This design comes from an exercise in tuning for small area on the open sky130 flow, not from production work. Function was checked by simulation only, so behaviour that the tests miss may differ from the original. Power and IR drop assume default switching activity.

==> flow/design.v <==
`timescale 1ns / 1ps
module Alphabet_Map(
    input [11:0] VGA_HORZ_COORD,
    input [11:0] VGA_VERT_COORD,
    input [11:0] VGA_HORZ_BASE,
    input [11:0] VGA_VERT_BASE,
    input [5:0] char,
    output Is_Draw 
    );
    wire [10:0] col = (VGA_HORZ_COORD >> 1) - (VGA_HORZ_BASE >> 1);
    wire [10:0] row = (VGA_VERT_COORD >> 1) - (VGA_VERT_BASE >> 1);
    assign Is_Draw = (((char == 6'b000000) && (( ((row == 4) || (row == 5) || (row == 7)) && ((col == 7) || (col == 8)) ) ||
                                           ( ((row == 5) || (row == 6) || (row == 7) || (row == 8) || (row == 9) || (row == 10)) && ((col == 6) || (col == 9)) ) ||
                                               ( ((row == 6) || (row == 7) || (row == 8) || (row == 9) || (row == 10)) && ((col == 5) || (col == 10)) )) ) ||
                      ((char == 6'b000001) && (( ((row == 4) || (row == 10) || (row == 7)) && ((col == 7) || (col == 8) || (col == 5)  || (col == 6) || (col == 9)) ) ||
                                           ( ((row == 6) || (row == 5) || (row == 8) || (row == 9)) && ((col == 5) || (col == 6) || (col == 9) || (col == 10)) )) ) ||
                      ((char == 6'b000010) && (( ((row == 4) || (row == 10)) && ((col == 7) || (col == 6) || (col == 9) || (col == 8)) ) ||
                                           ( ((row == 5) || (row == 9)) && ((col == 6) || (col == 5) || (col == 10) || (col == 9)) ) ||
                                               ( ((row == 6) || (row == 7) || (row == 8)) && ((col == 5) || (col == 6)) )) ) ||
                      ((char == 6'b000011) && (( ((row == 4) || (row == 10)) && ((col == 7) || (col == 5) || (col == 6) || (col == 8)) ) ||
                                           ( ((row == 5) || (row == 9)) && ((col == 6) || (col == 5) || (col == 8) || (col == 9)) ) ||
                                               ( ((row == 6) || (row == 7) || (row == 8)) && ((col == 5) || (col == 6) || (col == 9) || (col == 10)) )) ) ||
                      ((char == 6'b000100) && (( ((row == 4) || (row == 10)) && ((col == 5) ||(col == 6) || (col == 7) || (col == 8) || (col == 9) || (col == 10)) ) ||
                                           ( ((row == 7)) && ((col == 6) || (col == 8) ||(col == 5) || (col == 7) || (col == 9)) ) ||
                                               ( ((row == 6) || (row == 5) || (row == 8) || (row == 9)) && ((col == 5) || (col == 6)) )) ) ||
                      ((char == 6'b000101) && (( ((row == 4)) && ((col == 7) || (col == 5) || (col == 6) || (col == 9) || (col == 10) || (col == 8)) ) ||
                                           ( ((row == 7)) && ((col == 6) || (col == 5) || (col == 7) || (col == 8) || (col == 9)) ) ||
                                               ( ((row == 6) || (row == 5) || (row == 8) || (row == 9) || (row == 10)) && ((col == 5) || (col == 6)) )) ) ||
                      ((char == 6'b000110) && (( ((row == 4)) && ((col == 7) || (col == 6) || (col == 9) || (col == 8)) ) ||
                                               ( ((row == 5)) && ((col == 6) || (col == 5) || (col == 10) || (col == 9)) ) ||
                                               ( ((row == 6)) && ((col == 6) || (col == 5)) ) ||
                                               ( ((row == 7)) && ((col == 6) || (col == 8) || (col == 5) || (col == 10) || (col == 9)) ) ||
                                               ( ((row == 8)) && ((col == 6) || (col == 5) || (col == 10)) ) ||
                                               ( ((row == 9)) && ((col == 6) || (col == 5) || (col == 7) || (col == 10) || (col == 9)) ) ||
                                               ( ((row == 10)) && ((col == 8) || (col == 6) || (col == 7) || (col == 9) || (col == 10)) )) ) ||
                      ((char == 6'b000111) && (( ((row == 4) || (row == 5) || (row == 10) || (row == 9) || (row == 8)) && ((col == 5) || (col == 6) || (col == 9) || (col == 10)) ) ||
                                           ( ((row == 6) || (row == 7)) && ((col == 5) || (col == 6) || (col == 9) || (col == 8) || (col == 7) || (col == 10)) )) ) ||
                      ((char == 6'b001000) && (( ((row == 4) || (row == 10)) && ((col == 7) || (col == 6) || (col == 9) || (col == 8)) ) ||
                                               ( ((row == 6) || (row == 7) || (row == 8) || (row == 9) || (row == 5)) && ((col == 8) || (col == 7)) )) ) ||
                      ((char == 6'b001001) && (( ((row == 4)) && ((col == 7) || (col == 5) || (col == 6) || (col == 9) || (col == 10) || (col == 8)) ) ||
                                           ( ((row == 5) || (row == 6)) && ((col == 7) || (col == 8)) ) ||
                                               ( ((row == 7) || (row == 8) || (row == 9)) && ((col == 7) || (col == 8) || (col == 5)) ) ||
                                               ( ((row == 10)) && ((col == 5) || (col == 6) || (col == 7) || (col == 8)) )) ) ||
                      ((char == 6'b001010) && (( ((row == 4) || (row == 10)) && ((col == 5) || (col == 6) || (col == 9) || (col == 10)) ) ||
                                               ( ((row == 5) || (row == 9)) && ((col == 6) || (col == 5) || (col == 8) || (col == 9)) ) ||
                                               ( ((row == 6) || (row == 8)) && ((col == 6) || (col == 5) || (col == 8) || (col == 7)) ) ||
                                               ( ((row == 7)) && ((col == 5) || (col == 6) || (col == 7)) )) ) ||
                      ((char == 6'b001011) && (( ((row == 4) || (row == 5) || (row == 7)|| (row == 6) || (row == 8)) && ((col == 5) || (col == 6)) ) ||
                                               ( ((row == 9) || (row == 10)) && ((col == 5) || (col == 6) || (col == 9) || (col == 7) || (col == 8) ||  (col == 10)) )) ) ||
                      ((char == 6'b001100) && (( ((row == 4) || (row == 9) || (row == 10)) && ((col == 4) || (col == 5) || (col == 9) || (col == 10)) ) ||
                                           ( ((row == 5)) && ((col == 6) || (col == 4) || (col == 5) || (col == 9) || (col == 8) || (col == 10)) ) ||
                                               ( ((row == 8)) && ((col == 4) || (col == 5) || (col == 10) || (col == 7) || (col == 9)) ) ||
                                               ( ((row == 6) || (row == 7)) && ((col == 5) || (col == 6) || (col == 4) || (col == 7) || (col == 9) || (col == 8) || (col == 10)) )) ) ||
                      ((char == 6'b001101) && (( ((row == 4) || (row == 10)) && ((col == 4) || (col == 5) || (col == 9) || (col == 10)) ) ||
                                               ( ((row == 5)) && ((col == 4) || (col == 5) || (col == 6) || (col == 9) || (col == 10)) ) ||
                                               ( ((row == 6)) && ((col == 4) || (col == 5) || (col == 6) || (col == 7) || (col == 9) || (col == 10)) ) ||
                                               ( ((row == 7)) && ((col == 4) || (col == 5) || (col == 6) || (col == 7) || (col == 8) ||(col == 9) || (col == 10)) ) ||
                                               ( ((row == 8)) && ((col == 4) || (col == 5) || (col == 7) || (col == 8) ||(col == 9) || (col == 10)) ) ||
                                               ( ((row == 9)) && ((col == 5) || (col == 4) || (col == 9) || (col == 8) || (col == 10)) )) ) ||
                      ((char == 6'b001110) && (( ((row == 4) || (row == 10)) && ((col == 7) || (col == 6) || (col == 9) || (col == 8)) ) ||
                                           ( ((row == 6) || (row == 7) || (row == 8) || (row == 5) || (row == 9)) && ((col == 5) || (col == 6) || (col == 10) || (col == 9)) )) ) ||
                      ((char == 6'b001111) && (( ((row == 4) || (row == 7)) && ((col == 7) || (col == 5) || (col == 6) || (col ==9) || (col == 8)) ) ||
                                               ( ((row == 5) || (row == 6)) && ((col == 6) || (col == 5) || (col == 10) || (col == 9)) ) ||
                                               ( ((row == 8)) && ((col == 6) || (col == 5) || (col == 7) || (col == 8)) ) ||
                                               ( ((row == 9) || (row == 10)) && ((col == 5) || (col == 6)) )) ) ||
                      ((char == 6'b010000) && (( ((row == 4) || (row == 9)) && ((col == 6) || (col == 7) || (col == 8) || (col == 9)) ) ||
                                           ( ((row == 5) || (row == 6) || (row == 7) || (row == 8)) && ((col == 6) || (col == 5) || (col == 10) || (col == 9)) ) ||
                                               ( ((row == 10)) && ((col == 9) || (col == 8) || (col == 10)) )) ) ||
                      ((char == 6'b010001) && (( ((row == 4) || (row == 7)) && ((col == 7) || (col == 5) || (col == 6) || (col ==9) || (col == 8)) ) ||
                                               ( ((row == 5) || (row == 6)) && ((col == 6) || (col == 5) || (col == 10) || (col == 9)) ) ||
                                               ( ((row == 8)) && ((col == 6) || (col == 5) || (col == 7) || (col == 8)) ) ||
                                               ( ((row == 9) || (row == 10)) && ((col == 5) || (col == 6) || (col == 9) || (col == 10)) )) ) ||
                      ((char == 6'b010010) && (( ((row == 4) || (row == 10)) && ((col == 6) || (col == 7) || (col == 8) || (col == 9)) ) ||
                                           ( ((row == 5) || (row == 9)) && ((col == 6) || (col == 5) || (col == 10) || (col == 9)) ) ||
                                               ( ((row == 6)) && ((col == 6) || (col == 5)) ) ||
                                               ( ((row == 7)) && ((col == 6) || (col == 7) || (col == 8) || (col == 9)) ) ||
                                               ( ((row == 8)) && ((col == 9) || (col == 10)) )) ) ||
                      ((char == 6'b010011) && (( ((row == 4) || (row == 5)) && ((col == 7) || (col == 5) || (col == 6) || (col == 9) || (col == 10) || (col == 8)) ) ||
                                               ( ((row == 6) || (row == 7) || (row == 8) || (row == 9) || (row == 10)) && ((col == 7) || (col == 8)) )) ) ||
                      ((char == 6'b010100) && (( ((row == 4) || (row == 5) || (row == 6) || (row == 7) || (row == 8)) && ((col == 5) || (col == 6) || (col == 9) || (col == 10)) ) ||
                                           ( ((row == 9)) && ((col == 7) || (col == 8) || (col == 5) || (col == 6) || (col == 9) || (col == 10)) ) ||
                                               ( ((row == 10)) && ((col == 7) || (col == 8) || (col == 6) || (col == 9)) )) ) ||
                      ((char == 6'b010101) && (( ((row == 4) || (row == 5) || (row == 6) || (row == 7)) && ((col == 5) || (col == 6) || (col == 9) || (col == 10)) ) ||
                                               ( ((row == 8)) && ((col == 7) || (col == 8) || (col == 5) || (col == 6) || (col == 9) || (col == 10)) ) ||
                                               ( ((row == 9)) && ((col == 6) || (col == 7) || (col == 8) || (col == 9)) ) ||
                                               ( ((row == 10)) && ((col == 7) || (col == 8)) )) ) ||
                      ((char == 6'b010110) && (( ((row == 4)) && ((col == 4) || (col == 5) || (col == 9) || (col == 10)) ) ||
                                               ( ((row == 5) || (row == 6) || (row == 7)) && ((col == 4) || (col == 5) || (col == 7) || (col == 9) || (col == 10)) ) ||
                                               ( ((row == 8)) && ((col == 4) || (col == 5) || (col == 6) || (col == 7) || (col == 8) || (col == 9) || (col == 10)) ) ||
                                           ( ((row == 9)) && ((col == 6) || (col == 5) || (col == 7) || (col == 8) || (col == 9)) ) ||
                                               ( ((row == 10)) && ((col == 5) || (col == 6) || (col == 8) || (col == 9)) )) ) ||
                      ((char == 6'b010111) && (( ((row == 4) || (row == 10) || (row == 5) || (row == 9)) && ((col == 6) || (col == 5) || (col == 9) || (col == 10)) ) ||
                                               ( ((row == 6) || (row == 8)) && ((col == 6) || (col == 7) || (col == 8) || (col == 9)) ) ||
                                               ( ((row == 7)) && ((col == 7) || (col == 8)) )) ) ||
                      ((char == 6'b011000) && (( ((row == 4) || (row == 5) || (row == 6)) && ((col == 5) || (col == 6) || (col == 9) || (col == 10)) ) ||
                                               ( ((row == 7)) && ((col == 6) || (col == 7) || (col == 8) || (col == 9)) ) ||
                                               ( ((row == 8) || (row == 9) || (row == 10)) && ((col == 7) || (col == 8)) )) ) ||
                      ((char == 6'b011001) && (( ((row == 4) || (row == 10)) && ((col == 7) || (col == 5) || (col == 6) || (col == 9) || (col == 10) || (col == 8)) ) ||
                                           ( ((row == 5) || (row == 9)) && ((col == 6) || (col == 5) || (col == 10) || (col == 9)) ) ||
                                               ( ((row == 6)) && ((col == 8) || (col == 9)) ) ||
                                               ( ((row == 7)) && ((col == 7) || (col == 8)) ) ||
                                               ( ((row == 8)) && ((col == 7) || (col == 6)) )) ) ||
                      ((char == 6'b011010) && (( ((row == 4) || (row == 10)) && ((col == 7) || (col == 6) || (col == 9) || (col == 8)) ) || 
                                               ( ((row == 6)) && ((col == 8)) ) ||
                                               ( ((row == 7)) && ((col == 7)) ) ||
                                           ( ((row == 6) || (row == 7) || (row == 8) || (row == 9) || (row == 5)) && ((col == 5) || (col == 6) || (col == 9) || (col == 10)) )) ) ||
                      ((char == 6'b011011) && (( ((row == 6)) && ((col == 6) || (col == 7) || (col == 8)) ) ||
                                               ( ((row == 5) || (row == 4) || (row == 7) || (row == 8) || (row == 9) || (row == 10)) && ((col == 7) || (col == 8)) ) ||
                                               ( ((row == 10)) && ((col == 7) || (col == 5) || (col == 6) || (col == 9) || (col == 10) || (col == 8)) )) ) ||
                      ((char == 6'b011100) && (( ((row == 4)) && ((col == 6) || (col == 7) || (col == 8) || (col == 9)) ) ||
                                           ( ((row == 5)) && ((col == 5) || (col == 6) || (col == 9) || (col == 10)) ) ||
                                               ( ((row == 6)) && ((col == 9) || (col == 10)) ) ||
                                               ( ((row == 7)) && ((col == 9) || (col == 8)) ) ||
                                               ( ((row == 8)) && ((col == 7) || (col == 6)) ) ||
                                               ( ((row == 9)) && ((col == 5) || (col == 6)) ) ||
                                               ( ((row == 10)) && ((col == 7) || (col == 5) || (col == 6) || (col == 9) || (col == 10) || (col == 8)) )) ) ||
                      ((char == 6'b011101) && (( ((row == 4) || (row == 10)) && ((col == 6) || (col == 7) || (col == 8) || (col == 9)) ) ||
                                               ( ((row == 5) || (row == 9)) && ((col == 5) || (col == 6) || (col == 9) || (col == 10)) ) ||
                                               ( ((row == 6) || (row == 8)) && ((col == 9) || (col == 10)) ) ||
                                               ( ((row == 7)) && ((col == 7) || (col == 8) || (col == 9)) )) ) ||
                      ((char == 6'b011110) && (( ((row == 4) || (row == 9) || (row == 10)) && ((col == 9) || (col == 8)) ) ||
                                               ( ((row == 5)) && ((col == 9) || (col == 8) || (col == 7)) ) ||
                                               ( ((row == 6)) && ((col == 9) || (col == 8) || (col == 7) || (col == 6)) ) ||
                                               ( ((row == 7)) && ((col == 4) || (col == 5) || (col == 8) || (col == 9)) ) ||
                                               ( ((row == 8)) && ((col == 5) || (col == 4) || (col == 6) || (col == 7) || (col == 8) || (col == 9) || (col == 10)) )) ) ||
                      ((char == 6'b011111) && (( ((row == 4)) && ((col == 5) || (col == 6) || (col == 7) || (col == 8) || (col == 9) || (col == 10)) ) ||
                                           ( ((row == 5)) && ((col == 6) || (col == 5)) ) ||
                                               ( ((row == 6)) && ((col == 6) || (col == 5) || (col == 7) || (col == 8) || (col == 9)) ) ||
                                               ( ((row == 7) || (row == 8)) && ((col == 9) || (col == 10)) ) ||
                                               ( ((row == 9)) && ((col == 6) || (col == 5) || (col == 9) || (col == 10)) ) ||
                                               ( ((row == 10)) && ((col == 6) || (col == 7) || (col == 8) || (col == 9)) )) ) ||
                      ((char == 6'b100000) && (( ((row == 4) || (row == 10)) && ((col == 7) || (col == 6) || (col == 9) || (col == 8)) ) ||
                                               ( ((row == 5) || (row == 8) || (row == 9)) && ((col == 6) || (col == 5) || (col == 10) || (col == 9)) ) ||
                                               ( ((row == 6)) && ((col == 7) || (col == 6) || (col == 5)) ) ||
                                               ( ((row == 7)) && ((col == 5) || (col == 6) || (col == 7) || (col == 8) || (col == 9)) )) ) ||
                      ((char == 6'b100001) && (( ((row == 4)) && ((col == 7) || (col == 5) || (col == 6) || (col == 9) || (col == 10) || (col == 8)) ) ||
                                               ( ((row == 5)) && ((col == 5) || (col == 6) || (col == 9) || (col == 10)) ) ||
                                               ( ((row == 6)) && ((col == 8) || (col == 9)) ) ||
                                               ( ((row == 7) || (row == 8) || (row == 9) || (row == 10)) && ((col == 7) || (col == 8)) )) ) ||
                      ((char == 6'b100010) && (( ((row == 4) || (row == 10) || (row == 7)) && ((col == 7) || (col == 6) || (col == 9) || (col == 8)) ) ||
                                               ( ((row == 6) || (row == 5) || (row == 8) || (row == 9)) && ((col == 5) || (col == 6) || (col == 9) || (col == 10)) )) ) ||
                      ((char == 6'b100011) && (( ((row == 4) || (row == 10)) && ((col == 7) || (col == 6) || (col == 9) || (col == 8)) ) ||
                                           ( ((row == 5) || (row == 6) || (row == 9)) && ((col == 5) || (col == 6) || (col == 9) || (col == 10)) ) ||
                                               ( ((row == 7)) && ((col == 7) || (col == 8) || (col == 6) || (col == 9) || (col == 10)) ) ||
                                               ( ((row == 8)) && ((col == 9) || (col == 10)) )) )) ? 1'b1 : 1'b0;
endmodule
`timescale 1ns / 1ps
module OnOff_Dis(
    input on,
    output [11:0] horz_coor,
    output [5:0] char
    );
    assign horz_coor = on ? 12'd1120 : 12'd1135;
    assign char = on ? 6'b1101 : 6'b101;
endmodule
`timescale 1ns / 1ps
module Digit_Display(
    input [3:0] number,
    output [5:0] display
    );
    assign display[5:0] = (number != 0) ? 
                          (number != 1) ? 
                          (number != 2) ? 
                          (number != 3) ? 
                          (number != 4) ? 
                          (number != 5) ? 
                          (number != 6) ? 
                          (number != 7) ? 
                          (number != 8) ? 6'b100011 : 6'b100010: 6'b100001 : 6'b100000 : 6'b011111 : 6'b011110 : 6'b011101 : 6'b011100 : 6'b011011 : 6'b011010;
endmodule
`timescale 1ns / 1ps
module Draw_Menu(
    input [11:0] VGA_HORZ_COORD,
    input [11:0] VGA_VERT_COORD,
    input Menu_Sw,
    input [23:0] Clock_Time, 
    input Axis_On,
    input Grid_On,
    input Tick_On,
    input Wave_On,
    output Condition_For_Menu_Box,
    output Condition_For_Menu_Border,
    output Condition_For_Menu_Text
    );
    assign Condition_For_Menu_Box = (VGA_HORZ_COORD >= 1040) & (VGA_VERT_COORD >= 640) & Menu_Sw;
    assign Condition_For_Menu_Border = Menu_Sw & ( ((VGA_HORZ_COORD >= 1040) & (VGA_HORZ_COORD <= 1042) & (VGA_VERT_COORD >= 640)) |
                                       ((VGA_VERT_COORD >= 640) & (VGA_VERT_COORD <= 642) & (VGA_HORZ_COORD >= 1040)) );
    wire [55:0] a;
    Alphabet_Map letter1(VGA_HORZ_COORD, VGA_VERT_COORD, 12'd1110, 12'd640, 6'b1100, a[0]);
    Alphabet_Map letter2(VGA_HORZ_COORD, VGA_VERT_COORD, 12'd1130, 12'd640, 6'b100, a[1]);
    Alphabet_Map letter3(VGA_HORZ_COORD, VGA_VERT_COORD, 12'd1150, 12'd640, 6'b1101, a[2]);
    Alphabet_Map letter4(VGA_HORZ_COORD, VGA_VERT_COORD, 12'd1170, 12'd640, 6'b10100, a[3]);
    Alphabet_Map letter5(VGA_HORZ_COORD, VGA_VERT_COORD, 12'd1105, 12'd688, 6'b1110, a[4]);
    wire [11:0] Coor_For_Axis;
    wire [5:0] Char_Axis;
    OnOff_Dis d1(Axis_On, Coor_For_Axis, Char_Axis);
    Alphabet_Map letter6(VGA_HORZ_COORD, VGA_VERT_COORD, 12'd1120, 12'd688, Char_Axis, a[5]);
    Alphabet_Map letter6A(VGA_HORZ_COORD, VGA_VERT_COORD, Coor_For_Axis, 12'd688, Char_Axis, a[45]);
    Alphabet_Map letter7(VGA_HORZ_COORD, VGA_VERT_COORD, 12'd1160, 12'd688, 6'b0000, a[6]);
    Alphabet_Map letter8(VGA_HORZ_COORD, VGA_VERT_COORD, 12'd1175, 12'd688, 6'b10111, a[7]);
    Alphabet_Map letter9(VGA_HORZ_COORD, VGA_VERT_COORD, 12'd1190, 12'd688, 6'b1000, a[8]);
    Alphabet_Map letter10(VGA_HORZ_COORD, VGA_VERT_COORD, 12'd1205, 12'd688, 6'b10010, a[9]);
    Alphabet_Map letter11(VGA_HORZ_COORD, VGA_VERT_COORD, 12'd1105, 12'd712, 6'b1110, a[10]);
    wire [11:0] Coor_For_Grid;
    wire [5:0] Char_Grid;
    OnOff_Dis d2(Grid_On, Coor_For_Grid, Char_Grid);
    Alphabet_Map letter12(VGA_HORZ_COORD, VGA_VERT_COORD, 12'd1120, 12'd712, Char_Grid, a[11]);
    Alphabet_Map letter12A(VGA_HORZ_COORD, VGA_VERT_COORD, Coor_For_Grid, 12'd712, Char_Grid, a[46]);
    Alphabet_Map letter13(VGA_HORZ_COORD, VGA_VERT_COORD, 12'd1160, 12'd712, 6'b110, a[12]);
    Alphabet_Map letter14(VGA_HORZ_COORD, VGA_VERT_COORD, 12'd1175, 12'd712, 6'b10001, a[13]);
    Alphabet_Map letter15(VGA_HORZ_COORD, VGA_VERT_COORD, 12'd1190, 12'd712, 6'b1000, a[14]);
    Alphabet_Map letter16(VGA_HORZ_COORD, VGA_VERT_COORD, 12'd1205, 12'd712, 6'b11, a[15]);
    Alphabet_Map letter17(VGA_HORZ_COORD, VGA_VERT_COORD, 12'd1105, 12'd736, 6'b1110, a[16]);
    wire [11:0] Coor_For_Tick;
    wire [5:0] Char_Tick;
    OnOff_Dis d3(Tick_On, Coor_For_Tick, Char_Tick);
    Alphabet_Map letter18(VGA_HORZ_COORD, VGA_VERT_COORD, 12'd1120, 12'd736, Char_Tick, a[17]);
    Alphabet_Map letter18A(VGA_HORZ_COORD, VGA_VERT_COORD, Coor_For_Tick, 12'd736, Char_Tick, a[47]);
    Alphabet_Map letter19(VGA_HORZ_COORD, VGA_VERT_COORD, 12'd1160, 12'd736, 6'b10011, a[18]);
    Alphabet_Map letter20(VGA_HORZ_COORD, VGA_VERT_COORD, 12'd1175, 12'd736, 6'b1000, a[19]);
    Alphabet_Map letter21(VGA_HORZ_COORD, VGA_VERT_COORD, 12'd1190, 12'd736, 6'b10, a[20]);
    Alphabet_Map letter22(VGA_HORZ_COORD, VGA_VERT_COORD, 12'd1205, 12'd736, 6'b1010, a[21]);
    Alphabet_Map letter23(VGA_HORZ_COORD, VGA_VERT_COORD, 12'd1105, 12'd760, 6'b1110, a[22]);
    wire [11:0] Coor_For_Wave;
    wire [5:0] Char_Wave;
    OnOff_Dis d4(Wave_On, Coor_For_Wave, Char_Wave);
    Alphabet_Map letter24(VGA_HORZ_COORD, VGA_VERT_COORD, 12'd1120, 12'd760, Char_Wave, a[23]);
    Alphabet_Map letter24A(VGA_HORZ_COORD, VGA_VERT_COORD, Coor_For_Wave, 12'd760, Char_Wave, a[48]);
    Alphabet_Map letter25(VGA_HORZ_COORD, VGA_VERT_COORD, 12'd1160, 12'd760, 6'b10110, a[24]);
    Alphabet_Map letter26(VGA_HORZ_COORD, VGA_VERT_COORD, 12'd1175, 12'd760, 6'b0, a[25]);
    Alphabet_Map letter27(VGA_HORZ_COORD, VGA_VERT_COORD, 12'd1190, 12'd760, 6'b10101, a[26]);
    Alphabet_Map letter28(VGA_HORZ_COORD, VGA_VERT_COORD, 12'd1205, 12'd760, 6'b100, a[27]);
    Alphabet_Map letter48(VGA_HORZ_COORD, VGA_VERT_COORD, 12'd1105, 12'd784, 6'b1110, a[49]);
    Alphabet_Map letter49(VGA_HORZ_COORD, VGA_VERT_COORD, 12'd1120, 12'd784, 6'b1101, a[50]);
    Alphabet_Map letter51(VGA_HORZ_COORD, VGA_VERT_COORD, 12'd1160, 12'd784, 6'b1000, a[52]);
    Alphabet_Map letter52(VGA_HORZ_COORD, VGA_VERT_COORD, 12'd1175, 12'd784, 6'b1100, a[53]);
    Alphabet_Map letter53(VGA_HORZ_COORD, VGA_VERT_COORD, 12'd1190, 12'd784, 6'b1, a[54]);
    Alphabet_Map letter54(VGA_HORZ_COORD, VGA_VERT_COORD, 12'd1205, 12'd784, 6'b0, a[51]);
    Alphabet_Map letter29(VGA_HORZ_COORD, VGA_VERT_COORD, 12'd1040, 12'd960, 6'b100, a[28]);
    Alphabet_Map letter30(VGA_HORZ_COORD, VGA_VERT_COORD, 12'd1055, 12'd960, 6'b100, a[29]);
    Alphabet_Map letter31(VGA_HORZ_COORD, VGA_VERT_COORD, 12'd1070, 12'd960, 6'b011100, a[30]);
    Alphabet_Map letter32(VGA_HORZ_COORD, VGA_VERT_COORD, 12'd1085, 12'd960, 6'b011010, a[31]);
    Alphabet_Map letter33(VGA_HORZ_COORD, VGA_VERT_COORD, 12'd1100, 12'd960, 6'b011100, a[32]);
    Alphabet_Map letter34(VGA_HORZ_COORD, VGA_VERT_COORD, 12'd1115, 12'd960, 6'b100000, a[33]);
    Alphabet_Map letter35(VGA_HORZ_COORD, VGA_VERT_COORD, 12'd1145, 12'd960, 6'b001111, a[34]);
    Alphabet_Map letter36(VGA_HORZ_COORD, VGA_VERT_COORD, 12'd1160, 12'd960, 6'b010001, a[35]);
    Alphabet_Map letter37(VGA_HORZ_COORD, VGA_VERT_COORD, 12'd1175, 12'd960, 6'b001110, a[36]);
    Alphabet_Map letter38(VGA_HORZ_COORD, VGA_VERT_COORD, 12'd1190, 12'd960, 6'b001001, a[37]);
    Alphabet_Map letter39(VGA_HORZ_COORD, VGA_VERT_COORD, 12'd1205, 12'd960, 6'b100, a[38]);
    Alphabet_Map letter40(VGA_HORZ_COORD, VGA_VERT_COORD, 12'd1220, 12'd960, 6'b10, a[39]);
    Alphabet_Map letter41(VGA_HORZ_COORD, VGA_VERT_COORD, 12'd1235, 12'd960, 6'b010011, a[40]);
    Alphabet_Map letter42(VGA_HORZ_COORD, VGA_VERT_COORD, 12'd1040, 12'd984, Clock_Time[23:18], a[41]);
    Alphabet_Map letter43(VGA_HORZ_COORD, VGA_VERT_COORD, 12'd1055, 12'd984, Clock_Time[17:12], a[42]);
    Alphabet_Map letter44(VGA_HORZ_COORD, VGA_VERT_COORD, 12'd1085, 12'd984, Clock_Time[11:6], a[43]);
    Alphabet_Map letter45(VGA_HORZ_COORD, VGA_VERT_COORD, 12'd1100, 12'd984, Clock_Time[5:0], a[44]);
    assign Condition_For_Menu_Text = (a[0] | a[1] | a[2] | a[3] | a[4] | a[5] | a[6] | a[7] | a[8] | a[9] | a[10] | a[11] | a[12] | a[13] | a[14] | a[15] | a[16] | a[17] | a[18] | a[19] | a[20] | a[21] | a[22] | a[23] | a[24] | a[25] | a[26] | a[27] | a[28] | a[29] | a[30] | a[31] | a[32] | a[33] | a[34] | a[35]
    | a[36] | a[37] | a[38] | a[39] | a[40] | a[41] | a[42] | a[43] | a[44] | a[45] | a[46] | a[47] | a[48] | a[49] | a[50] | a[51] | a[52] | a[53] | a[54]) & Menu_Sw;
endmodule
`timescale 1ns / 1ps
module Scrolling_Display(
    input [11:0] VGA_HORZ_COORD,
    input [11:0] VGA_VERT_COORD,
    input [3:0] vol,
    input Scrolling_Sw,
    input clk,
    input rst,
    input step,
    output Condition_For_Text1,
    output Condition_For_Text2
    );
    reg [11:0] base_horz;
    reg [11:0] base_horz2;
    always @ (posedge clk)
    begin
    if (rst)
        begin
        base_horz <= 640;
        base_horz2 <= 3700;
        end
    else if (step)
        begin
        base_horz <= (base_horz == 2999) ? 640 : base_horz - 1;
        base_horz2 <= (base_horz2 == 2999) ? 640 : base_horz2 - 1;
        end
    end   
    wire [18:0] d;
    Alphabet_Map letter0(VGA_HORZ_COORD, VGA_VERT_COORD, base_horz, 12'd6, 6'b0, d[0]);
    Alphabet_Map letter1(VGA_HORZ_COORD, VGA_VERT_COORD, base_horz + 15, 12'd6, 6'b10100, d[1]);
    Alphabet_Map letter2(VGA_HORZ_COORD, VGA_VERT_COORD, base_horz + 30, 12'd6, 6'b11, d[2]);
    Alphabet_Map letter3(VGA_HORZ_COORD, VGA_VERT_COORD, base_horz + 45, 12'd6, 6'b1000, d[3]);
    Alphabet_Map letter4(VGA_HORZ_COORD, VGA_VERT_COORD, base_horz + 60, 12'd6, 6'b1110, d[4]);
    Alphabet_Map letter5(VGA_HORZ_COORD, VGA_VERT_COORD, base_horz + 90, 12'd6, 6'b10101, d[5]);
    Alphabet_Map letter6(VGA_HORZ_COORD, VGA_VERT_COORD, base_horz + 105, 12'd6, 6'b1000, d[6]);
    Alphabet_Map letter7(VGA_HORZ_COORD, VGA_VERT_COORD, base_horz + 120, 12'd6, 6'b10010, d[7]);
    Alphabet_Map letter8(VGA_HORZ_COORD, VGA_VERT_COORD, base_horz + 135, 12'd6, 6'b10100, d[8]);
    Alphabet_Map letter9(VGA_HORZ_COORD, VGA_VERT_COORD, base_horz + 150, 12'd6, 6'b0, d[9]);
    Alphabet_Map letter10(VGA_HORZ_COORD, VGA_VERT_COORD, base_horz + 165, 12'd6, 6'b1011, d[10]);
    Alphabet_Map letter11(VGA_HORZ_COORD, VGA_VERT_COORD, base_horz + 180, 12'd6, 6'b1000, d[11]);
    Alphabet_Map letter12(VGA_HORZ_COORD, VGA_VERT_COORD, base_horz + 195, 12'd6, 6'b11001, d[12]);
    Alphabet_Map letter13(VGA_HORZ_COORD, VGA_VERT_COORD, base_horz + 210, 12'd6, 6'b100, d[13]);
    Alphabet_Map letter14(VGA_HORZ_COORD, VGA_VERT_COORD, base_horz + 225, 12'd6, 6'b10001, d[14]);
    Alphabet_Map letter15(VGA_HORZ_COORD, VGA_VERT_COORD, base_horz + 255, 12'd6, 6'b11100, d[15]);
    Alphabet_Map letter16(VGA_HORZ_COORD, VGA_VERT_COORD, base_horz + 270, 12'd6, 6'b11010, d[16]);
    Alphabet_Map letter17(VGA_HORZ_COORD, VGA_VERT_COORD, base_horz + 285, 12'd6, 6'b11011, d[17]);
    Alphabet_Map letter18(VGA_HORZ_COORD, VGA_VERT_COORD, base_horz + 300, 12'd6, 6'b100011, d[18]);
    assign Condition_For_Text1 = Scrolling_Sw & (d[0] | d[1] | d[2] | d[3] | d[4] | d[5] | d[6] | d[7] | d[8] | d[9] | d[10] | d[11] | d[12] | d[13] |
                              d[14] | d[15] | d[16] | d[17] | d[18]);
    wire [14:0] e;
    Alphabet_Map etter0(VGA_HORZ_COORD, VGA_VERT_COORD, base_horz2, 12'd64, 6'b0, e[0]);
    Alphabet_Map etter1(VGA_HORZ_COORD, VGA_VERT_COORD, base_horz2 + 15, 12'd64, 6'b10100, e[1]);
    Alphabet_Map etter2(VGA_HORZ_COORD, VGA_VERT_COORD, base_horz2 + 30, 12'd64, 6'b11, e[2]);
    Alphabet_Map etter3(VGA_HORZ_COORD, VGA_VERT_COORD, base_horz2 + 45, 12'd64, 6'b1000, e[3]);
    Alphabet_Map etter4(VGA_HORZ_COORD, VGA_VERT_COORD, base_horz2 + 60, 12'd64, 6'b1110, e[4]);
    Alphabet_Map etter5(VGA_HORZ_COORD, VGA_VERT_COORD, base_horz2 + 90, 12'd64, 6'b10101, e[5]);
    Alphabet_Map etter6(VGA_HORZ_COORD, VGA_VERT_COORD, base_horz2 + 105, 12'd64, 6'b1110, e[6]);
    Alphabet_Map etter7(VGA_HORZ_COORD, VGA_VERT_COORD, base_horz2 + 120, 12'd64, 6'b1011, e[7]);
    Alphabet_Map etter8(VGA_HORZ_COORD, VGA_VERT_COORD, base_horz2 + 135, 12'd64, 6'b10100, e[8]);
    Alphabet_Map etter9(VGA_HORZ_COORD, VGA_VERT_COORD, base_horz2 + 150, 12'd64, 6'b1100, e[9]);
    Alphabet_Map etter10(VGA_HORZ_COORD, VGA_VERT_COORD, base_horz2 + 165, 12'd64, 6'b100, e[10]);
    Alphabet_Map etter11(VGA_HORZ_COORD, VGA_VERT_COORD, base_horz2 + 195, 12'd64, 6'b1000, e[11]);
    Alphabet_Map etter12(VGA_HORZ_COORD, VGA_VERT_COORD, base_horz2 + 210, 12'd64, 6'b10010, e[12]);
    wire [11:0] number;
    Digit_Display d1(vol / 10, number[5:0]);
    Digit_Display d2(vol % 10, number[11:6]);
    Alphabet_Map etter13(VGA_HORZ_COORD, VGA_VERT_COORD, base_horz2 + 240, 12'd64, number[5:0] , e[13]);
    Alphabet_Map etter14(VGA_HORZ_COORD, VGA_VERT_COORD, base_horz2 + 255, 12'd64, number[11:6], e[14]);
    assign Condition_For_Text2 = Scrolling_Sw & (e[0] | e[1] | e[2] | e[3] | e[4] | e[5] | e[6] | e[7] | e[8] | e[9] | e[10] | e[11] | e[12] | e[13] |
                                  e[14]);
endmodule
`timescale 1ns / 1ps
module Draw_Background(
    input [11:0] VGA_HORZ_COORD,
    input [11:0] VGA_VERT_COORD,
    input CLK_VGA,
    input [1:0] Color_Scheme,
    input Axis_On,  
    input Grid_On,  
    input Tick_On,  
    input Condition_For_Menu_Box,  
    input Condition_For_Menu_Border,  
    input Condition_For_Menu_Text,  
    input Condition_For_Cursor,  
    input Condition_For_Cursor_Menu,  
    input Condition_For_Cursor_Border,  
    input Condition_For_Cursor_Text1,  
    input Condition_For_Cursor_Text2,  
    input Condition_For_Scroll_Text1,  
    input Condition_For_Scroll_Text2,  
    output [3:0] VGA_Red_Grid,
    output [3:0] VGA_Green_Grid,
    output [3:0] VGA_Blue_Grid
    );
    wire Condition_For_Axis = ((VGA_HORZ_COORD == 640) || (VGA_VERT_COORD == 512)) & Axis_On;
    wire Condition_For_Grid = ((VGA_HORZ_COORD % 80 == 0) || (VGA_VERT_COORD % 64 == 0)) & Grid_On;
    wire Condition_For_Ticks = (((VGA_VERT_COORD > 502 &&  VGA_VERT_COORD < 522 && (VGA_HORZ_COORD % 20 == 0)) || 
            (VGA_HORZ_COORD > 634 && VGA_HORZ_COORD < 646 && (VGA_VERT_COORD % 16 == 0))) | ((VGA_VERT_COORD % 16 == 0) && (VGA_HORZ_COORD % 80 == 0)) || 
                ((VGA_VERT_COORD % 64 == 0) && (VGA_HORZ_COORD % 20 == 0))) & Tick_On  ;     
    reg [11:0] colorHack;
    always @(posedge CLK_VGA)
    begin
    if (Condition_For_Cursor)
        begin
        colorHack = 12'hFFF;
        end
    else if (Condition_For_Cursor_Border | Condition_For_Menu_Border)
        begin
        case (Color_Scheme)
            0: colorHack = 12'hC00;  
            1: colorHack = 12'h00C;  
            2: colorHack = 12'h0C0;  
            3: colorHack = 12'hCC0;  
        endcase
        end
    else if (Condition_For_Menu_Text | Condition_For_Cursor_Text1 | Condition_For_Cursor_Text2)
        begin
        case (Color_Scheme)
            0: colorHack = 12'h9F6;  
            1: colorHack = 12'hCFC;  
            2: colorHack = 12'hFC9;  
            3: colorHack = 12'hF39;  
        endcase
        end
    else if (Condition_For_Menu_Box | Condition_For_Cursor_Menu)
        begin
        case (Color_Scheme)
            0: colorHack = 12'h600;  
            1: colorHack = 12'h606;  
            2: colorHack = 12'h060;  
            3: colorHack = 12'h633;  
        endcase
        end
    else if (Condition_For_Scroll_Text1)
        begin
        case (Color_Scheme)
            0: colorHack = 12'hC0C;  
            1: colorHack = 12'h99F;  
            2: colorHack = 12'h0CC;  
            3: colorHack = 12'hF90;  
        endcase
        end
    else if (Condition_For_Scroll_Text2)
        begin
        case (Color_Scheme)
            0: colorHack = 12'h33F;  
            1: colorHack = 12'h3FC;  
            2: colorHack = 12'h0CF;  
            3: colorHack = 12'hFF3;  
        endcase
        end
    else if (Condition_For_Axis)
        begin
        case (Color_Scheme)
            0: colorHack = 12'h0F0;  
            1: colorHack = 12'hFF0;  
            2: colorHack = 12'hF00;  
            3: colorHack = 12'h00F;  
        endcase
        end
    else if (Condition_For_Ticks)
        begin
        case (Color_Scheme)
            0: colorHack = 12'hFFC;  
            1: colorHack = 12'hFF9;  
            2: colorHack = 12'hCFF;  
            3: colorHack = 12'hF9F;  
        endcase
        end
    else if (Condition_For_Grid)
        begin
        case (Color_Scheme)
            0: colorHack = 12'h00F;  
            1: colorHack = 12'hF00;  
            2: colorHack = 12'hFF0;  
            3: colorHack = 12'h0F0;  
        endcase
        end
    else
        begin
        colorHack = 12'h000;
        end
    end
    assign VGA_Red_Grid = colorHack[11:8];
    assign VGA_Green_Grid = colorHack[7:4];
    assign VGA_Blue_Grid = colorHack[3:0];
endmodule
`timescale 1ns / 1ps
module Scope_Overlay(
    input clk,
    input rst,
    input [11:0] VGA_HORZ_COORD,
    input [11:0] VGA_VERT_COORD,
    input [1:0] Color_Scheme,
    input Axis_On,
    input Grid_On,
    input Tick_On,
    input Wave_On,
    input Menu_Sw,
    input [23:0] Clock_Time,
    input [3:0] vol,
    input Scrolling_Sw,
    input scroll_step,
    input Condition_For_Cursor,
    input Condition_For_Cursor_Menu,
    input Condition_For_Cursor_Border,
    input Condition_For_Cursor_Text1,
    input Condition_For_Cursor_Text2,
    output [3:0] VGA_Red_Grid,
    output [3:0] VGA_Green_Grid,
    output [3:0] VGA_Blue_Grid
    );
    wire Condition_For_Menu_Box;
    wire Condition_For_Menu_Border;
    wire Condition_For_Menu_Text;
    wire Condition_For_Scroll_Text1;
    wire Condition_For_Scroll_Text2;
    Scrolling_Display scroll(VGA_HORZ_COORD, VGA_VERT_COORD, vol, Scrolling_Sw, clk, rst, scroll_step,
        Condition_For_Scroll_Text1, Condition_For_Scroll_Text2);
    Draw_Menu normal_menu(VGA_HORZ_COORD, VGA_VERT_COORD, Menu_Sw, Clock_Time,
        Axis_On, Grid_On, Tick_On, Wave_On,
        Condition_For_Menu_Box, Condition_For_Menu_Border, Condition_For_Menu_Text);
    Draw_Background draw_back(VGA_HORZ_COORD, VGA_VERT_COORD, clk,
        Color_Scheme, Axis_On, Grid_On, Tick_On,
        Condition_For_Menu_Box, Condition_For_Menu_Border, Condition_For_Menu_Text,
        Condition_For_Cursor, Condition_For_Cursor_Menu, Condition_For_Cursor_Border,
        Condition_For_Cursor_Text1, Condition_For_Cursor_Text2, Condition_For_Scroll_Text1, Condition_For_Scroll_Text2,
        VGA_Red_Grid, VGA_Green_Grid, VGA_Blue_Grid);
endmodule
==> flow/run.sh <==
#!/bin/bash
# synth_recipe.tcl (not shown) runs the flow's synth.tcl, then flattens the netlist and writes it again
# the make line also repeats each setting of config.mk as NAME=value (left out here)
make -C /OpenROAD-flow-scripts/flow DESIGN_CONFIG=/design/flow/config.mk WORK_HOME=/design/flow/orfs CLKGATE_MAP_FILE= SYNTH_SCRIPT=/design/flow/synth_recipe.tcl finish
==> flow/config.mk <==
export PLATFORM = sky130hd
export DESIGN_NAME = Scope_Overlay
export DESIGN_NICKNAME = Scope_Overlay
export VERILOG_FILES = /design/flow/design.v
export SDC_FILE = /design/flow/constraint.sdc
export NUM_CORES = 4
export LEC_CHECK = 0
export CAP_MARGIN = 20
export CORE_MARGIN = 2
export CORE_UTILIZATION = 40
export SLEW_MARGIN = 20
==> flow/constraint.sdc <==
create_clock -name core_clock -period 12.0 [get_ports {clk}]
set_input_delay 2.4000 -clock core_clock [delete_from_list [all_inputs] [get_ports {clk}]]
set_output_delay 2.4000 -clock core_clock [all_outputs]
set_load 0.01 [all_outputs]
==> results.txt <==
## registers in the layout (all words and copies together), names as in the netlist
signal / cells
draw_back.colorHack: 12
scroll.base_horz: 12
scroll.base_horz2: 12
## cells in the mapped netlist (all sizes together) (43+ instances only)
cell	count	area share, %
o211ai	43	0.90
inv	200	2.1
o21bai	70	1.5
ha	362	13
nor2	564	5.9
nand2	542	5.7
nand4	72	1.3
a21o	148	3.1
buf	63	0.82
o22ai	103	1.8
nand2b	75	1.3
o21ai	452	6.3
clkbuf	272	2.9
nor2b	78	1.4
xor2	109	2.7
xnor2	489	12
a31oi	108	1.9
o21a	59	1.2
a21oi	558	7.8
a211oi	54	1.1
nor3	208	3.0
o221ai	43	1.1
nor4	65	1.3
nand3	154	2.2
## path summary, 6_finish.rpt
path | endpoint | slack [ns] | cells after the start
worst max-delay path | draw_back.colorHack[6]$_SDFF_PP1_ | 1.37 | 25
worst min-delay path | scroll.base_horz2[0]$_SDFFE_PP0P_ | 0.70 | 2
worst min register to register | scroll.base_horz2[0]$_SDFFE_PP0P_ | 0.70 | 2
worst max register to register | draw_back.colorHack[1]$_SDFF_PP1_ | 3.71 | 26
## critical path, cell delays in order
cell and delay, ns:
buf_4 0.15, inv_1 0.23, ha_1 0.53, nand4bb_4 0.31, or3_1 0.57, a21o_1 0.32, nand3_1 0.19, mux2_2 0.40
a32oi_4 0.39, o211a_1 0.45, mux2i_2 0.14, a311oi_4 0.47, or3_1 0.41, o32ai_4 0.19, nor4_2 0.43, nor3_1 0.08
a21oi_1 0.44, o32ai_1 0.18, or4_1 0.53, nor4_2 0.49, o31a_1 0.61, nand2_1 0.16, a211oi_1 0.36, o221ai_1 0.19
a22oi_1 0.19
## final cells by class
cell class,instances,share of cell area (%)
Antenna cell,2,0.0131
Clock buffer,6,0.337
Clock inverter,2,0.0915
Inverter,209,2.05
Multi-Input combinational cell,5017,86.4
Sequential cell,36,1.88
Tap cell,1165,3.81
Timing Repair Buffer,250,5.43
## power by group
| part | switching, uW | leakage [uW] | internal, uW |
|---|---|---|---|
| combinational | 1800 | 0.0138 | 1100 |
| sequential | 15.3 | 0.000297 | 130 |
| clock | 55.1 | 0.0000809 | 97.8 |
| total | 1870 | 0.0141 | 1330 |
## metal layers
layer  part of all wire [%]  vias up
met4                    5.6        6
met5                  0.023        -
met3                     11      618
met2                     42     3055
li1                       -    20567
met1                     41    21621
## kinds of logic (layout without fill, tap and decap cells)
family	Yosys count	after routing
AOI/OAI and AO/OA	2027	2027
xor gates and xnor gates	598	598
adders and majority gates	386	386
buffers and inverters	544	467
DFF	36	36
muxes	29	29
other	0	2
and+or+nand+nor	1977	1977
## per-stage QoR
| step | utilization, % | total power (uW) |
|---|---|---|
| after global routing | 43.2 | 3460 |
| after CTS | 43.2 | 3120 |
| after global placement | 43.0 | 2930 |
| final | 43.2 | 3200 |
| after floorplan | - | 2270 |
| after detailed placement | 43.0 | 2960 |
==> run_results.csv <==
group,metric,value,unit
synth,synth_top_family_by_area,"compound AO/OA/AOI/OAI gates",
placed_design,dpl.hpwl,144,mm
routing,via_per_inst,6.86,
power_and_ir_drop,power.density,83.5,nW/um^2
routing,vias,45867,
grt,overflow,0,
cts,cts_setup_buffers,0,
synth,synthMuxAreaShare,0.849,%
placed_design,gp_congestion,1.09,
floorplanning,ios,80,
critical_path,r2r-start,"scroll.base_horz2[4]$_SDFFE_PP1P_",
final_layout,fillers,9526,
grt,busiest_layer,"met2",
floorplanning,initial_core_util,40.5,%
timing,drv_slew,0,
power_and_ir_drop,p_leak,0.0141,uW
synth,synth_area,35800,sq um
critical_path,cp-start-kind,"primary input",
grt,gr-usage-met1,53.9,%
grt,grt_max_degree,110,
synth,async_flop_share,0,%
placed_design,port_buffers,79,
grt,grt_use_total,39.8,%
synth,ys_ff_latch,36,
routing,drt_iter0_markers,6205,
cts,cts_hold_buf,0,
timing,tightest_slew,1.33,ns
critical_path,cp-end-kind,"flip-flop",
timing,fin_setup_tns,0,ns
synth,synth_xor_area_share,14.6,%
cts,clock-sinks,36,
final_layout,mostFrequentLayoutCells,"nor2_1 (560), a21oi_1 (556), nand2_1 (542), xnor2_1 (488), o21ai_0 (440)",
timing,finalHoldViolations,0,
flow_run,maxCapViolations,0,
grt,antenna_found_initial,6,
routing,routed_wl,192,mm
grt,grt_use_met2,60.6,%
power_and_ir_drop,ir_drop,0.0683,mV
cts,root_buffer,"clkbuf_16",
critical_path,crit_fanout,15,
synth,synth_compound_area_share,36.4,%
cts,h-tree-depth,2,
synth,ys_warn_count,36,
synth,syn_area_per_cell,6.40,sq um
synth,ys.flop_type,"dfxtp_1",
cts,clk_latency,0.29,ns
hold_path,hold_path_class,"reg2reg",
synth,synth.distinct_cells,108,
floorplanning,fp-row-count,109,
final_layout,area_growth,6.87,%
synth,synthAdderAreaFrac,13.9,%
routing,firstDrtPassIters,6,
timing,period_needed,10.63,ns
routing,drc,0,
synth,synth_cells,5597,
floorplanning,core_region_area,88500,sq um
hold_path,min-delay-start,"scroll.base_horz2[0]$_SDFFE_PP0P_",
routing,routedWlPerCell,28.6,um
final_layout,post-route-cell-area,38300,sq um
timing,worst_slack,1.37,ns
synth,synthSimpleGateAreaFrac,26.3,%
final_layout,multiInputGateArea,33100,sq um
final_layout,fin_cells,6687,
synth,syn-num-nets,6047,
floorplanning,die_w,303,um
cts,cts_tree,"done",
critical_path,cp-startpoint,"VGA_HORZ_COORD[3]",
cts,cts.repair.resized,0,
routing,antenna_left,0,
timing,maxSlewHeadroom,10.8,%
final_layout,regArea,721,sq um
critical_path,worst_ep_arrival_time,10.84,ns
timing,fmax,0.0941,GHz
status,outcome,"finished clean",
cts,numCtsBuffers,5,
placed_design,postPlaceCellArea,38100,sq um
placed_design,dp_cells,6676,
timing,finalClockSkew,0.00474,ns
timing,final-setup-viol-count,0,
floorplanning,die_area,91900,sq um
synth,synth_edf_count,0,
grt,met3_usage,7.79,%
final_layout,drive_gt1_share,5.29,%
timing,post-route-period-util,88.6,%
final_layout,layout_commonest_cell,"nor2_1",
placed_design,dp_slack,1.30,ns
grt,first_global_vias,41708,
cts,cts_max_path_buffers,2,
critical_path,crit_type,"in2reg",
synth,ys_seq_area_share,2.01,%
critical_path,required,12.21,ns
floorplanning,die_h,303,um
final_layout,nets,5969,
timing,whs,0.699,ns
cts,clk_pin_slew,0.06,ns
grt,grt_pass1_wl,279,mm
timing,rsz0062_at_grt,"no",

==> port drivers added, routing unchanged <==
The flow's constraints put no driver on any port. The routed layout listed below was extracted and timed again, unchanged, in two steps.
Step 1 sets driving cells, clkbuf_16 on the clock port and buf_2 on the other inputs (assumed; they add their load-dependent delay and slew).
Step 2 also shifts input and output timing later by t, the mid clock arrival at the registers, as if the neighbouring blocks saw the same clock.
a / b / c = ideal / step 1 / step 2; a / b = the first two.
shift t [ns]: 0.326
slack for setup (ns): 1.371 / 1.385 / 1.060
clock arrival spread, ns: 0.005 / 0.005
worst slew at a driven data input, ns: 0.10
cell pins on the clock port's net: 1
After both steps setup and hold are still met in this run. For this run, drivers alone change the setup slack by +0.014 ns; drivers and shift together by -0.311 ns.
